From an optimization exercise on the open Yosys and OpenROAD flow, aimed at a short achievable clock period and few clock cycles; shortcuts taken in it are not production practice. Where RTL was checked, it was by simulation tests only, not by an equivalence proof against the original. Only the layout flow was run in run 1; the RTL was not checked for function there. Power figures rest on the tool's default switching activity, not on a simulated workload.

--- design/flow/flow/run.sh ---
#!/bin/bash
# Standard ORFS layout; timing repair aims for the given setup slack at the design's clock.
set -euo pipefail
bash standard.sh SETUP_SLACK_MARGIN=8.5 finish > flow_make.log 2>&1
--- design/flow/constraint.sdc ---
create_clock -name core_clock -period 12.5 [get_ports {clk}]
set_input_delay 2.5000 -clock core_clock [delete_from_list [all_inputs] [get_ports {clk}]]
set_output_delay 2.5000 -clock core_clock [all_outputs]
set_load 0.01 [all_outputs]
--- design/flow/standard.sh ---
#!/bin/bash
# synth_recipe.tcl (not shown) runs the flow's synth.tcl, then flattens the netlist and writes it again
# the make line also repeats each setting of config.mk as NAME=value (left out here)
make -C /OpenROAD-flow-scripts/flow DESIGN_CONFIG=/design/flow/config.mk WORK_HOME=/design/flow/orfs CLKGATE_MAP_FILE= SYNTH_SCRIPT=/design/flow/synth_recipe.tcl "${@:-finish}"
--- design/flow/design.v ---
module processor( input         clk, reset,
                  output [31:0] PC,
                  input  [31:0] instruction,
                  output        WE,
                  output [31:0] address_to_mem,
                  output [31:0] data_to_mem,
                  input  [31:0] data_from_mem
                );
    reg  [31:0] pc_f;
    reg  [31:0] ras;
    reg         ras_v;
    reg         d_v;
    reg  [31:0] d_ins;
    reg  [31:0] d_pc4;
    reg  [31:0] d_pnpc;         
    reg         e_v;
    reg         e_add, e_sub, e_and, e_or, e_slt, e_sll, e_srl, e_sra, e_qb, e_qbs, e_link;
    reg         e_lw, e_sw, e_beq, e_jr, e_wen;
    reg  [4:0]  e_rd;
    reg  [31:0] e_a, e_b, e_bi;
    reg         e_fa_m, e_fa_w, e_fb_m, e_fb_w, e_fbi_m, e_fbi_w;
    reg  [31:0] e_alt;          
    reg  [31:0] e_pnpc;         
    reg  [31:0] e_pc4;
    reg         m_we, m_lw, m_wen;
    reg  [4:0]  m_rd;
    reg  [31:0] m_res, m_sd;
    reg         w_wen;
    reg  [4:0]  w_rd;
    reg  [31:0] w_val;
    reg  [31:0] rf [31:0];
    wire [31:0] pc4_f = pc_f + 32'd4;
    wire [5:0]  f_op  = instruction[31:26];
    wire        f_j   = (f_op[5:1] == 5'b00001);      
    wire        f_jal = (f_op == 6'b000011);
    wire        f_jr  = (f_op == 6'b000111) && ras_v;
    wire [5:0]  d_op = d_ins[31:26];
    wire [4:0]  d_rs = d_ins[25:21];
    wire [4:0]  d_rt = d_ins[20:16];
    wire [4:0]  d_rdf = d_ins[15:11];
    wire [4:0]  d_sh = d_ins[10:6];
    wire [5:0]  d_fn = d_ins[5:0];
    wire [31:0] d_imm = {{16{d_ins[15]}}, d_ins[15:0]};
    wire d_rtype = (d_op == 6'b000000);
    wire d_add  = d_rtype && d_fn == 6'h20;
    wire d_sub  = d_rtype && d_fn == 6'h22;
    wire d_and  = d_rtype && d_fn == 6'h24;
    wire d_or   = d_rtype && d_fn == 6'h25;
    wire d_slt  = d_rtype && d_fn == 6'h2a;
    wire d_sll  = d_rtype && d_fn == 6'h04;
    wire d_srl  = d_rtype && d_fn == 6'h06;
    wire d_sra  = d_rtype && d_fn == 6'h07;
    wire d_qbx  = (d_op == 6'h1f) && (d_fn == 6'h10);
    wire d_qb   = d_qbx && d_sh == 5'd0;
    wire d_qbs  = d_qbx && d_sh == 5'd4;
    wire d_addi = (d_op == 6'h08);
    wire d_lw   = (d_op == 6'h23);
    wire d_sw   = (d_op == 6'h2b);
    wire d_beqx = (d_op == 6'h04);
    wire d_beqs = d_beqx && (d_rs == d_rt);           
    wire d_beq  = d_beqx && (d_rs != d_rt);
    wire d_jal  = (d_op == 6'h03);
    wire d_jr   = (d_op == 6'h07);
    wire d_r3   = d_add | d_sub | d_and | d_or | d_slt | d_sll | d_srl | d_sra | d_qb | d_qbs;
    wire d_use_imm = d_addi | d_lw | d_sw;
    wire d_use_rs = d_r3 | d_use_imm | d_beq | d_jr;
    wire d_use_rt = d_r3 | d_sw | d_beq;
    wire [4:0] d_dst = d_jal ? 5'd31 : d_r3 ? d_rdf : (d_addi | d_lw) ? d_rt : 5'd0;
    wire d_wen = (d_r3 | d_addi | d_lw | d_jal) && (d_dst != 5'd0);
    wire [31:0] d_tgt = d_pc4 + {d_imm[29:0], 2'b00};
    wire e_w = e_v && e_wen;
    wire m_w = m_wen;
    wire haz_rs = d_use_rs && (d_rs != 5'd0);
    wire haz_rt = d_use_rt && (d_rt != 5'd0);
    wire d_stall = d_v && e_w && e_lw &&
                   ((haz_rs && e_rd == d_rs) || (haz_rt && e_rd == d_rt));
    wire fa_m = haz_rs && e_w && e_rd == d_rs;
    wire fa_w = haz_rs && !fa_m && m_w && m_rd == d_rs;
    wire fb_m = haz_rt && e_w && e_rd == d_rt;
    wire fb_w = haz_rt && !fb_m && m_w && m_rd == d_rt;
    wire [31:0] rf_a = (d_rs == 5'd0) ? 32'd0 :
                       (w_wen && w_rd == d_rs) ? w_val : rf[d_rs];
    wire [31:0] rf_b = (d_rt == 5'd0) ? 32'd0 :
                       (w_wen && w_rd == d_rt) ? w_val : rf[d_rt];
    wire [31:0] opa = e_fa_m ? m_res : e_fa_w ? w_val : e_a;
    wire [31:0] rtv = e_fb_m ? m_res : e_fb_w ? w_val : e_b;
    wire [31:0] opb = e_fbi_m ? m_res : e_fbi_w ? w_val : e_bi;
    wire [31:0] sum, diff;
    wire        c_add, c_sub;
    ksadd #(32) u_add (.a(opa), .b(opb),  .cin(1'b0), .s(sum),  .cout(c_add));
    ksadd #(32) u_sub (.a(opa), .b(~opb), .cin(1'b1), .s(diff), .cout(c_sub));
    wire        lt   = ~c_sub;                  
    wire [31:0] shl  = opb << opa[4:0];
    wire [31:0] shr  = opb >> opa[4:0];
    wire [63:0] sha64 = {{32{opb[31]}}, opb} >> opa[4:0];
    wire [31:0] sha  = sha64[31:0];
    wire [31:0] qb, qbs;
    genvar gi;
    generate
        for (gi = 0; gi < 4; gi = gi + 1) begin : g_lane
            wire [7:0] ls;
            wire       lc;
            ksadd #(8) u_lane (.a(opa[8*gi +: 8]), .b(opb[8*gi +: 8]), .cin(1'b0), .s(ls), .cout(lc));
            assign qb[8*gi +: 8]  = ls;
            assign qbs[8*gi +: 8] = ls | {8{lc}};
        end
    endgenerate
    wire [31:0] e_res = ({32{e_add}} & sum)  | ({32{e_sub}} & diff) |
                        ({32{e_and}} & (opa & opb)) | ({32{e_or}} & (opa | opb)) |
                        {31'd0, e_slt & lt} |
                        ({32{e_sll}} & shl) | ({32{e_srl}} & shr) | ({32{e_sra}} & sha) |
                        ({32{e_qb}} & qb) | ({32{e_qbs}} & qbs) |
                        ({32{e_link}} & e_pc4);
    wire e_eq = (opa == rtv);
    wire e_mis_beq = e_v && e_beq && e_eq;
    wire e_mis_jr  = e_v && e_jr && (opa != e_pnpc);
    wire e_redir   = e_mis_beq | e_mis_jr;
    wire [31:0] e_rpc = e_jr ? opa : e_alt;
    wire d_redir = d_v && d_beqs;                
    wire hold    = d_stall;
    wire f_take  = !e_redir && !d_redir && !hold;
    wire [31:0] jtgt = {pc4_f[31:28], instruction[25:0], 2'b00};
    wire [31:0] npc_d = d_redir ? d_tgt : pc_f;
    wire [31:0] npc_f = f_j ? jtgt : f_jr ? ras : pc4_f;
    wire [31:0] npc_n = (d_redir | hold) ? npc_d : npc_f;
    wire [31:0] npc   = e_redir ? e_rpc : npc_n;
    always @(posedge clk) begin
        if (reset) begin
            pc_f  <= 32'd0;
            ras_v <= 1'b0;
        end else begin
            pc_f <= npc;
            if (f_take && f_jal) begin
                ras   <= pc4_f;
                ras_v <= 1'b1;
            end
        end
    end
    always @(posedge clk) begin
        if (reset)
            d_v <= 1'b0;
        else if (e_redir)
            d_v <= 1'b0;
        else if (!hold)
            d_v <= !d_redir;
        if (!hold) begin
            d_ins  <= instruction;
            d_pc4  <= pc4_f;
            d_pnpc <= (f_jr) ? ras : pc4_f;
        end
    end
    always @(posedge clk) begin
        if (reset)
            e_v <= 1'b0;
        else
            e_v <= d_v && !d_stall && !e_redir;
        e_add  <= d_add | d_addi | d_lw | d_sw;
        e_sub  <= d_sub;
        e_and  <= d_and;
        e_or   <= d_or;
        e_slt  <= d_slt;
        e_sll  <= d_sll;
        e_srl  <= d_srl;
        e_sra  <= d_sra;
        e_qb   <= d_qb;
        e_qbs  <= d_qbs;
        e_link <= d_jal;
        e_lw   <= d_lw;
        e_sw   <= d_sw;
        e_beq  <= d_beq;
        e_jr   <= d_jr;
        e_wen  <= d_wen;
        e_rd   <= d_dst;
        e_a    <= rf_a;
        e_b    <= rf_b;
        e_bi   <= d_use_imm ? d_imm : rf_b;
        e_fa_m <= fa_m;
        e_fa_w <= fa_w;
        e_fb_m <= fb_m;
        e_fb_w <= fb_w;
        e_fbi_m <= fb_m && !d_use_imm;
        e_fbi_w <= fb_w && !d_use_imm;
        e_alt  <= d_tgt;
        e_pnpc <= d_pnpc;
        e_pc4  <= d_pc4;
    end
    always @(posedge clk) begin
        if (reset) begin
            m_we  <= 1'b0;
            m_wen <= 1'b0;
        end else begin
            m_we  <= e_v && e_sw;
            m_wen <= e_v && e_wen;
        end
        m_lw  <= e_lw;
        m_rd  <= e_rd;
        m_res <= e_res;
        m_sd  <= rtv;
    end
    always @(posedge clk) begin
        if (reset)
            w_wen <= 1'b0;
        else
            w_wen <= m_wen;
        w_rd  <= m_rd;
        w_val <= m_lw ? data_from_mem : m_res;
    end
    always @(posedge clk) begin
        if (w_wen)
            rf[w_rd] <= w_val;
    end
    assign PC             = pc_f;
    assign WE             = m_we;
    assign address_to_mem = m_res;
    assign data_to_mem    = m_sd;
endmodule
module ksadd #(parameter W = 32)
             (input  [W-1:0] a, b,
              input          cin,
              output [W-1:0] s,
              output         cout);
    wire [W-1:0] p0 = a ^ b;
    localparam L = $clog2(W + 1);
    wire [W:0]   g [0:L];
    wire [W:0]   p [0:L];
    assign g[0] = {a & b, cin};
    assign p[0] = {p0, 1'b0};
    genvar l, i;
    generate
        for (l = 0; l < L; l = l + 1) begin : g_lvl
            for (i = 0; i <= W; i = i + 1) begin : g_bit
                if (i >= (1 << l)) begin : g_op
                    assign g[l+1][i] = g[l][i] | (p[l][i] & g[l][i - (1 << l)]);
                    assign p[l+1][i] = p[l][i] & p[l][i - (1 << l)];
                end else begin : g_pass
                    assign g[l+1][i] = g[l][i];
                    assign p[l+1][i] = p[l][i];
                end
            end
        end
    endgenerate
    assign s    = p0 ^ g[L][W-1:0];
    assign cout = g[L][W];
endmodule
--- design/flow/config.mk ---
export PLATFORM = sky130hd
export DESIGN_NAME = processor
export DESIGN_NICKNAME = processor
export VERILOG_FILES = /design/flow/design.v
export SDC_FILE = /design/flow/constraint.sdc
export NUM_CORES = 4
export LEC_CHECK = 0
export CAP_MARGIN = 20
export CORE_MARGIN = 2
export CORE_UTILIZATION = 40
export SLEW_MARGIN = 20
==> flow_summary.toml, run 1 <==
[yosys]
synth_common_cells = "edfxtp_1 (1,152), mux4_2 (621), dfxtp_1 (367)"
ys_seq_area_frac = 0.550
synth_area_um2 = 76200
yosysTopAreaCellShare = 0.454
synth_ff_type = "edfxtp_1"
ys_types = 87
synth_warnings = 3
ys_seq_elements = 1519
synth_edf_count = 1152
yosys-top-cells-area = "edfxtp_1 (45%), mux4_2 (18%), dfxtp_1 (9.6%)"
syn_area_per_cell_um2 = 14.5
synth_most_common_cell = "edfxtp_1"
synth_fp_nets = 5464
async_flop_share = 0
syn-instance-count = 5266
synth_top_area_cell = "edfxtp_1"

[clocking]
clockRootBuffer = "clkbuf_16"
cts.sinks = 1519
cts_inserted_buffers = 167
postCtsHoldBufs = 0
clk_pin_slew_ns = 0.06
cts_max_level = 4
cts_tree = "yes"
cts_buffer_depth = 3
clkLatencyLatePin_ns = 0.83

[global_route]
grt_pass1_vias = 51100
antenna_found_initial = 15
grt_max_degree = 96
grt_pass1_wl_mm = 400
grt_usage = 0.294
globalRoute.totalOverflow = 0

[critical_path]
crit_required_ns = 13.18
crit_type = "flop to flop"
path_max_fanout = 6
worstPathCellList = "buf_12, buf_16, mux2i_1, o21a_2, buf_4, inv_1, ha_1, a21oi_2, o21ai_1, a32oi_2, a21oi_1, a21oi_4, o211ai_1, a31o_2, a21boi_1, xnor2_1, a211o_1"
cp-start-kind = "flop"
max_stage_delay_ns = 0.42
critPathSlowestCell = "dfxtp_4"
cp_num_buf_inv = 4
cp.arrival_ns = 4.81
crit_family = "compound AO/OA/AOI/OAI gates"
critPathCaptureType = "flop"

[timing]
tns_ns = 0
maxSlewViolCount = 0
hold_viol_final = 0
tightest_slew_ns = 1.15
setup_viol = 0
timing.fmax_mhz = 242
rsz0062_at_grt = "yes"
relSlewSlack = 0.236
period_share = 0.331
period_minus_slack_ns = 4.13
fin_skew_ns = 0.0652

[finish]
multi_input_area_um2 = 33700
areaGrowthSynthToFinish_pct = 20.1
fin_area_um2 = 91500
top_register = "rf"
num-fill-cells = 16200
largest_reg_flops = 1024
area.sequential_um2 = 42300
fin_nets = 5799
drive_gt1_frac = 0.319

[floorplanning]
dieArea_um2 = 194000
die-height_um = 441
die_x_um = 441
ios = 163
core_um2 = 190000
row_count = 160
start_util = 0.402

[run]
max_cap_violations = 0

[route]
wirelength_mm = 293
drc = 0
dr.pass1.iters = 6
drt_iter0_drc = 7272
wl_per_cell_um = 35.5
vias = 53200
antenna_left = 0
viasPerCell = 6.44

[power_and_ir_drop]
powerDensity_nw_per_um2 = 149
peakVddDrop_v = 0.000159
p_leak_nw = 31.9

[placed_design]
place_congestion = 0.991
io_buffers = 162
hpwlAfterDp_mm = 179
placed_area_um2 = 81200

[min_path]
hp-class = "flop to flop"

[outcome]
status = "timing/DRC/antenna clean"
-- power breakdown --
group	internal, mW	switching [mW]
sequential	5.72	0.186
clock	2.96	2.15
combinational	1.00	1.62
-- cell type report --
cell class / count / area share
clock inverter: 94 / 0.0117
sequential: 1519 / 0.462
clock buffer: 213 / 0.0505
multi-input combinational: 3209 / 0.368
tap: 2511 / 0.0343
timing repair buffer: 546 / 0.0660
inverter: 158 / 0.00697
antenna: 12 / 0.000328
-- layout by cell type (no fill, tap or decap), drive strengths merged, types with 29 or more instances in the layout --
master and instances:
xor2 68, buf 382, nand4 32, mux4 621, o21ai 204, a222oi 30
nand3 53, inv 158, mux2i 305, and2 31, ha 127, nor2 301
o211ai 62, clkinv 67, nor4 31, xnor2 116, a21oi 185, o21a 53
a211oi 157, nor3 29, clkdlybuf4s50 59, clkdlybuf4s15 54, mux2 97, edfxtp 1152
a21o 44, clkbuf 221, dfxtp 367, nand2 325
-- cell families (layout without fill, tap and decap cells) --
logic type,Yosys count,count (layout),share of synthesized area
fa+ha+maj,133,133,0.0223
xor+xnor,184,184,0.0211
buf+inv,538,1011,0.0286
mux,1023,1023,0.238
compound gates,948,948,0.0851
other cells,0,12,0
flops,1519,1519,0.550
simple gates,921,921,0.0548
-- worst paths after layout --
kind / end / startpoint / depth (start not counted) / slack, ns
worst max-delay path: m_res[31] / e_fa_w / 17 / 8.37
worst max register to register: m_res[31] / e_fa_w / 17 / 8.37
worst min-delay path: e_pnpc[27] / d_pnpc[27] / 0 / 0.34
worst min register to register: e_pnpc[27] / d_pnpc[27] / 0 / 0.34
-- metal layers --
layer	vias to the layer above	wire, um	share of wire	track usage
li1	21600	-	-	-
met1	27400	112000	0.38	0.391
met2	3388	133000	0.45	0.448
met3	773	28000	0.096	0.0587
met4	10	20200	0.069	0.171
met5	-	58	0.00020	0
-- metrics by stage --
step / cells / util / worst slack [ns] / hold slack (ns) / total power [mW]
after floorplan: 5266 / - / 7.96 / 0.323 / 7.26
after global placement: 7713 / 0.428 / 6.53 / 0.325 / 8.19
after detailed placement: 7715 / 0.428 / 6.52 / 0.328 / 8.19
after CTS: 8182 / 0.475 / 8.40 / 0.342 / 13.5
after global routing: 8252 / 0.482 / 8.34 / 0.348 / 14.0
final: 8262 / 0.482 / 8.37 / 0.340 / 13.6
-- repair_timing --
action                                 4_1_cts  5_1_grt
pin swaps                                   39       65
cloned                                      28        8
setup buffers                              132       60
endpoints found under the hold margin        0        0
setup endpoints to repair                  316      106
resized for setup                          669      153
-- worst register-to-register path: stages (launching register included) --
cell,delay (ns)
dfxtp_4,0.42
buf_12,0.13
buf_16,0.14
mux2i_1,0.22
o21a_2,0.32
buf_4,0.17
inv_1,0.07
ha_1,0.27
a21oi_2,0.24
o21ai_1,0.15
a32oi_2,0.30
a21oi_1,0.14
a21oi_4,0.29
o211ai_1,0.22
a31o_2,0.31
a21boi_1,0.21
xnor2_1,0.10
a211o_1,0.30
==> run 2, diff against run 1 <==
--- a/design/flow/design.v
+++ b/design/flow/design.v
@@ -85,26 +85,26 @@
     wire [31:0] opa = e_fa_m ? m_res : e_fa_w ? w_val : e_a;
     wire [31:0] rtv = e_fb_m ? m_res : e_fb_w ? w_val : e_b;
     wire [31:0] opb = e_fbi_m ? m_res : e_fbi_w ? w_val : e_bi;
-    wire [31:0] sum, diff;
-    wire        c_add, c_sub;
-    ksadd #(32) u_add (.a(opa), .b(opb),  .cin(1'b0), .s(sum),  .cout(c_add));
-    ksadd #(32) u_sub (.a(opa), .b(~opb), .cin(1'b1), .s(diff), .cout(c_sub));
-    wire        lt   = ~c_sub;                  
+    wire [31:0] sum  = opa + opb;
+    wire [31:0] diff = opa - opb;
+    wire        lt   = opa < opb;
     wire [31:0] shl  = opb << opa[4:0];
     wire [31:0] shr  = opb >> opa[4:0];
     wire [63:0] sha64 = {{32{opb[31]}}, opb} >> opa[4:0];
     wire [31:0] sha  = sha64[31:0];
-    wire [31:0] qb, qbs;
-    genvar gi;
-    generate
-        for (gi = 0; gi < 4; gi = gi + 1) begin : g_lane
-            wire [7:0] ls;
-            wire       lc;
-            ksadd #(8) u_lane (.a(opa[8*gi +: 8]), .b(opb[8*gi +: 8]), .cin(1'b0), .s(ls), .cout(lc));
-            assign qb[8*gi +: 8]  = ls;
-            assign qbs[8*gi +: 8] = ls | {8{lc}};
-        end
-    endgenerate
+    reg  [31:0] qb, qbs;
+    reg  [7:0]  lane;
+    integer i;
+    always @(*) begin
+        for (i = 0; i < 4; i = i + 1) begin
+            qb[8*i +: 8] = opa[8*i +: 8] + opb[8*i +: 8];
+            lane = opa[8*i +: 7] + opb[8*i +: 7];
+            if ((lane[7] && (opa[8*i+7] || opb[8*i+7])) || (!lane[7] && opa[8*i+7] && opb[8*i+7]))
+                qbs[8*i +: 8] = 8'hff;
+            else
+                qbs[8*i +: 8] = {lane[7] ^ opa[8*i+7] ^ opb[8*i+7], lane[6:0]};
+        end
+    end
     wire [31:0] e_res = ({32{e_add}} & sum)  | ({32{e_sub}} & diff) |
                         ({32{e_and}} & (opa & opb)) | ({32{e_or}} & (opa | opb)) |
                         {31'd0, e_slt & lt} |
@@ -116,14 +116,13 @@
     wire e_mis_jr  = e_v && e_jr && (opa != e_pnpc);
     wire e_redir   = e_mis_beq | e_mis_jr;
     wire [31:0] e_rpc = e_jr ? opa : e_alt;
-    wire d_redir = d_v && d_beqs;                
-    wire hold    = d_stall;
+    wire d_redir = d_v && d_beqs && !e_redir;
+    wire hold    = d_stall && !e_redir;
     wire f_take  = !e_redir && !d_redir && !hold;
+    wire [31:0] npc_early = e_redir ? e_rpc : d_redir ? d_tgt : hold ? pc_f : pc4_f;
     wire [31:0] jtgt = {pc4_f[31:28], instruction[25:0], 2'b00};
-    wire [31:0] npc_d = d_redir ? d_tgt : pc_f;
-    wire [31:0] npc_f = f_j ? jtgt : f_jr ? ras : pc4_f;
-    wire [31:0] npc_n = (d_redir | hold) ? npc_d : npc_f;
-    wire [31:0] npc   = e_redir ? e_rpc : npc_n;
+    wire [31:0] npc = (f_take && f_j)  ? jtgt :
+                      (f_take && f_jr) ? ras  : npc_early;
     always @(posedge clk) begin
         if (reset) begin
             pc_f  <= 32'd0;
@@ -139,10 +138,8 @@
     always @(posedge clk) begin
         if (reset)
             d_v <= 1'b0;
-        else if (e_redir)
-            d_v <= 1'b0;
         else if (!hold)
-            d_v <= !d_redir;
+            d_v <= !e_redir && !d_redir;
         if (!hold) begin
             d_ins  <= instruction;
             d_pc4  <= pc4_f;
@@ -214,31 +211,3 @@
     assign address_to_mem = m_res;
     assign data_to_mem    = m_sd;
 endmodule
-module ksadd #(parameter W = 32)
-             (input  [W-1:0] a, b,
-              input          cin,
-              output [W-1:0] s,
-              output         cout);
-    wire [W-1:0] p0 = a ^ b;
-    localparam L = $clog2(W + 1);
-    wire [W:0]   g [0:L];
-    wire [W:0]   p [0:L];
-    assign g[0] = {a & b, cin};
-    assign p[0] = {p0, 1'b0};
-    genvar l, i;
-    generate
-        for (l = 0; l < L; l = l + 1) begin : g_lvl
-            for (i = 0; i <= W; i = i + 1) begin : g_bit
-                if (i >= (1 << l)) begin : g_op
-                    assign g[l+1][i] = g[l][i] | (p[l][i] & g[l][i - (1 << l)]);
-                    assign p[l+1][i] = p[l][i] & p[l][i - (1 << l)];
-                end else begin : g_pass
-                    assign g[l+1][i] = g[l][i];
-                    assign p[l+1][i] = p[l][i];
-                end
-            end
-        end
-    endgenerate
-    assign s    = p0 ^ g[L][W-1:0];
-    assign cout = g[L][W];
-endmodule
==> design/flow/run.sh (new file) <==
#!/bin/bash
# synth_recipe.tcl (not shown) runs the flow's synth.tcl, then flattens the netlist and writes it again
# the make line also repeats each setting of config.mk as NAME=value (left out here)
make -C /OpenROAD-flow-scripts/flow DESIGN_CONFIG=/design/flow/config.mk WORK_HOME=/design/flow/orfs CLKGATE_MAP_FILE= SYNTH_SCRIPT=/design/flow/synth_recipe.tcl finish
removed: design/flow/flow/run.sh
removed: design/flow/standard.sh
==> flow_summary.toml, run 2 <==
[placed_design]
placed_area_um2 = 81200
hpwlAfterDp_mm = 178
io_buffers = 162
place_congestion = 1.01
dp.cells = 7754

[clocking]
clkLatencyLatePin_ns = 0.84
clockRootBuffer = "clkbuf_16"
cts_inserted_buffers = 163
postCtsHoldBufs = 0
cts_tree = "yes"
post-cts-setup-buffers = 0
clk_pin_slew_ns = 0.08
cts_buffer_depth = 3
cts-resized-gates = 0
cts.sinks = 1519
cts_max_level = 4

[floorplanning]
ios = 163
row_count = 160
die-height_um = 441
core_um2 = 190000
die_x_um = 441
dieArea_um2 = 194000
start_util = 0.402

[timing]
fin_skew_ns = 0.0370
rsz0062_at_grt = "no"
timing.fmax_mhz = 158
whs_ns = 0.331
tns_ns = 0
relSlewSlack = 0.206
setup_viol = 0
maxSlewViolCount = 0
hold_viol_final = 0
period_share = 0.507
tightest_slew_ns = 1.16
period_minus_slack_ns = 6.33

[finish]
areaGrowthSynthToFinish_pct = 13.5
drive_gt1_frac = 0.220
fin_nets = 5610
fin_area_um2 = 86700
layout_commonest_cell = "edfxtp_1"
largest_reg_flops = 1024
num-fill-cells = 16600
layout_common_cells = "edfxtp_1 (1,152), mux4_2 (620), dfxtp_1 (348)"
layoutNonFillerInstCount = 8062
top_register = "rf"

[critical_path]
r2r-end = "m_res[30]"
timing.rr.start = "e_fbi_w"
cp.arrival_ns = 7.07
cp-start-kind = "flop"
critPathCaptureType = "flop"
path_max_fanout = 19
worstPathCellList = "buf_4, mux2i_1, o21ai_0, ha_1, fa_1, o21bai_1, a21oi_1, o21bai_1, a311oi_1, a211oi_1, o31ai_1, o21ai_0, o211ai_1, mux2_2, a211o_1"
crit_required_ns = 13.24
max_stage_delay_ns = 0.88
critPathSlowestCell = "o31ai_1"
r2r.worst_path.cells = 15
r2r_setup_slack_ns = 6.17
crit_type = "flop to flop"

[yosys]
ys_seq_elements = 1519
yosysTopAreaCellShare = 0.453
ys_types = 101
synth_ff_type = "edfxtp_1"
syn-instance-count = 5302
synth_top_area_cell = "edfxtp_1"
ys_seq_area_frac = 0.549
synth_most_common_cell = "edfxtp_1"
syn_area_per_cell_um2 = 14.4
yosys-top-cells-area = "edfxtp_1 (45%), mux4_2 (18%), dfxtp_1 (9.6%)"
synth_area_um2 = 76400
synth_warnings = 1
synth_fp_nets = 5504
synth_edf_count = 1152
synth_common_cells = "edfxtp_1 (1,152), mux4_2 (620), dfxtp_1 (367)"
async_flop_share = 0

[global_route]
grt_max_degree = 132
grtUsageMet2 = 0.446
antenna_found_initial = 13
grt_use_met3 = 0.0470
grt_usage = 0.279
grt.met1_usage = 0.370
grt_pass1_vias = 49900
grt_pass1_wl_mm = 384
top_usage_layer = "met2"
globalRoute.totalOverflow = 0

[route]
drc = 0
wl_per_cell_um = 33.9
dr.pass1.iters = 6
wirelength_mm = 273
vias = 50800
antenna_left = 0
viasPerCell = 6.31
drt_iter0_drc = 6275

[power_and_ir_drop]
powerDensity_nw_per_um2 = 148
peakVddDrop_v = 0.000172
p_leak_nw = 29.9
power_mw = 12.9

[run]
max_cap_violations = 0

[min_path]
hp-start = "d_pnpc[5]"
min_to = "e_pnpc[5]"
holdPathStages = 0
hp-class = "flop to flop"

[outcome]
status = "timing/DRC/antenna clean"
-- run 2: routing by layer --
layer / vias up / share of wire
li1: 21200 / -
met1: 26400 / 0.39
met2: 2656 / 0.47
met3: 525 / 0.082
met4: 4 / 0.053
met5: - / 0.000073
-- run 2: worst max path at each step --
stage	start	endpoint	slack, ns	depth (start not counted)
2_1_floorplan	instruction[29]	ras[0]	7.61	6
3_3_place_gp	e_fbi_w	m_res[30]	6.37	15
3_5_place_dp	e_fbi_w	m_res[30]	6.30	15
4_1_cts	e_fbi_w	m_res[30]	6.29	15
5_1_grt	e_fbi_w	m_res[30]	5.88	15
6_report	e_fbi_w	m_res[30]	6.17	15
-- run 2: power breakdown --
group          internal (mW)  leakage (nW)  switching [mW]
Combinational          0.756          13.3            1.28
Clock                   2.91          2.70            2.11
Sequential              5.63          13.9           0.167
Total                   9.30          29.9            3.56
-- run 2: area by class of cell --
type                            instances  area (um^2)  share of cell area
Sequential cell                      1519        42000               0.484
Timing Repair Buffer                  320         2900              0.0334
Inverter                              146          551             0.00635
Multi-Input combinational cell       3258        32600               0.376
Antenna cell                            6         15.0            0.000173
Clock inverter                         88          916              0.0106
Tap cell                             2511         3140              0.0362
Clock buffer                          214         4600              0.0530
-- run 2: cells by family after synthesis --
kind of cell | after synthesis | share of synthesized area
buffers and inverters | 525 | 0.0278
XOR/XNOR | 191 | 0.0219
flip-flops | 1519 | 0.549
AND/OR/NAND/NOR | 943 | 0.0564
multiplexers | 1010 | 0.235
AO/OA/AOI/OAI | 978 | 0.0860
adder cells (fa/ha/maj) | 136 | 0.0233
-- run 2: worst max-delay path, delay by kind of cell, from the launching register on --
kind	cells	cell delay [ns]
buffers and inverters	1	0.47
adders and majority gates	2	0.75
AOI/OAI and AO/OA	10	3.89
muxes	2	0.51
DFF	1	0.60
-- run 2: stage by stage --
stage | utilization | setup slack, ns
2_1_floorplan | - | 7.61
3_3_place_gp | 0.427 | 6.37
3_5_place_dp | 0.427 | 6.30
4_1_cts | 0.456 | 6.29
5_1_grt | 0.456 | 5.88
6_report | 0.456 | 6.17
Testbench counts of run 2, summed over its fixed seeds: cycles 269,091.

-- afterwards: timing with drivers on the ports --
In the flow no input, the clock included, has a driving cell. The finished layouts below were timed again as built, in two steps. Step 1: set_driving_cell puts a clkbuf_16 on clk and a buf_2 on each other input, an assumption about the parent block. Step 2 times the ports against the registers' clock, not the clock port: input delays grow and output delays shrink by t, the midpoint of the rising clock arrivals with the driver on. a / b / c = no drivers / after step 1 / after step 2; a / b = the first two.
run | shift t [ns] | setup slack, ns | latest minus earliest clock arrival (ns) | slew at the worst register clock pin (ns) | pins driven straight from the clock port
run 1 | 0.890 | 8.366 / 8.366 / 7.748 | 0.080 / 0.080 | 0.07 / 0.07 | 1
run 2 | 0.899 | 6.165 / 6.165 / 6.165 | 0.049 / 0.049 | 0.08 / 0.08 | 1
After both steps every run listed still meets setup and hold. For run 1, which loses most, drivers alone change the setup slack by 0.000 ns; drivers and shift together by -0.618 ns.
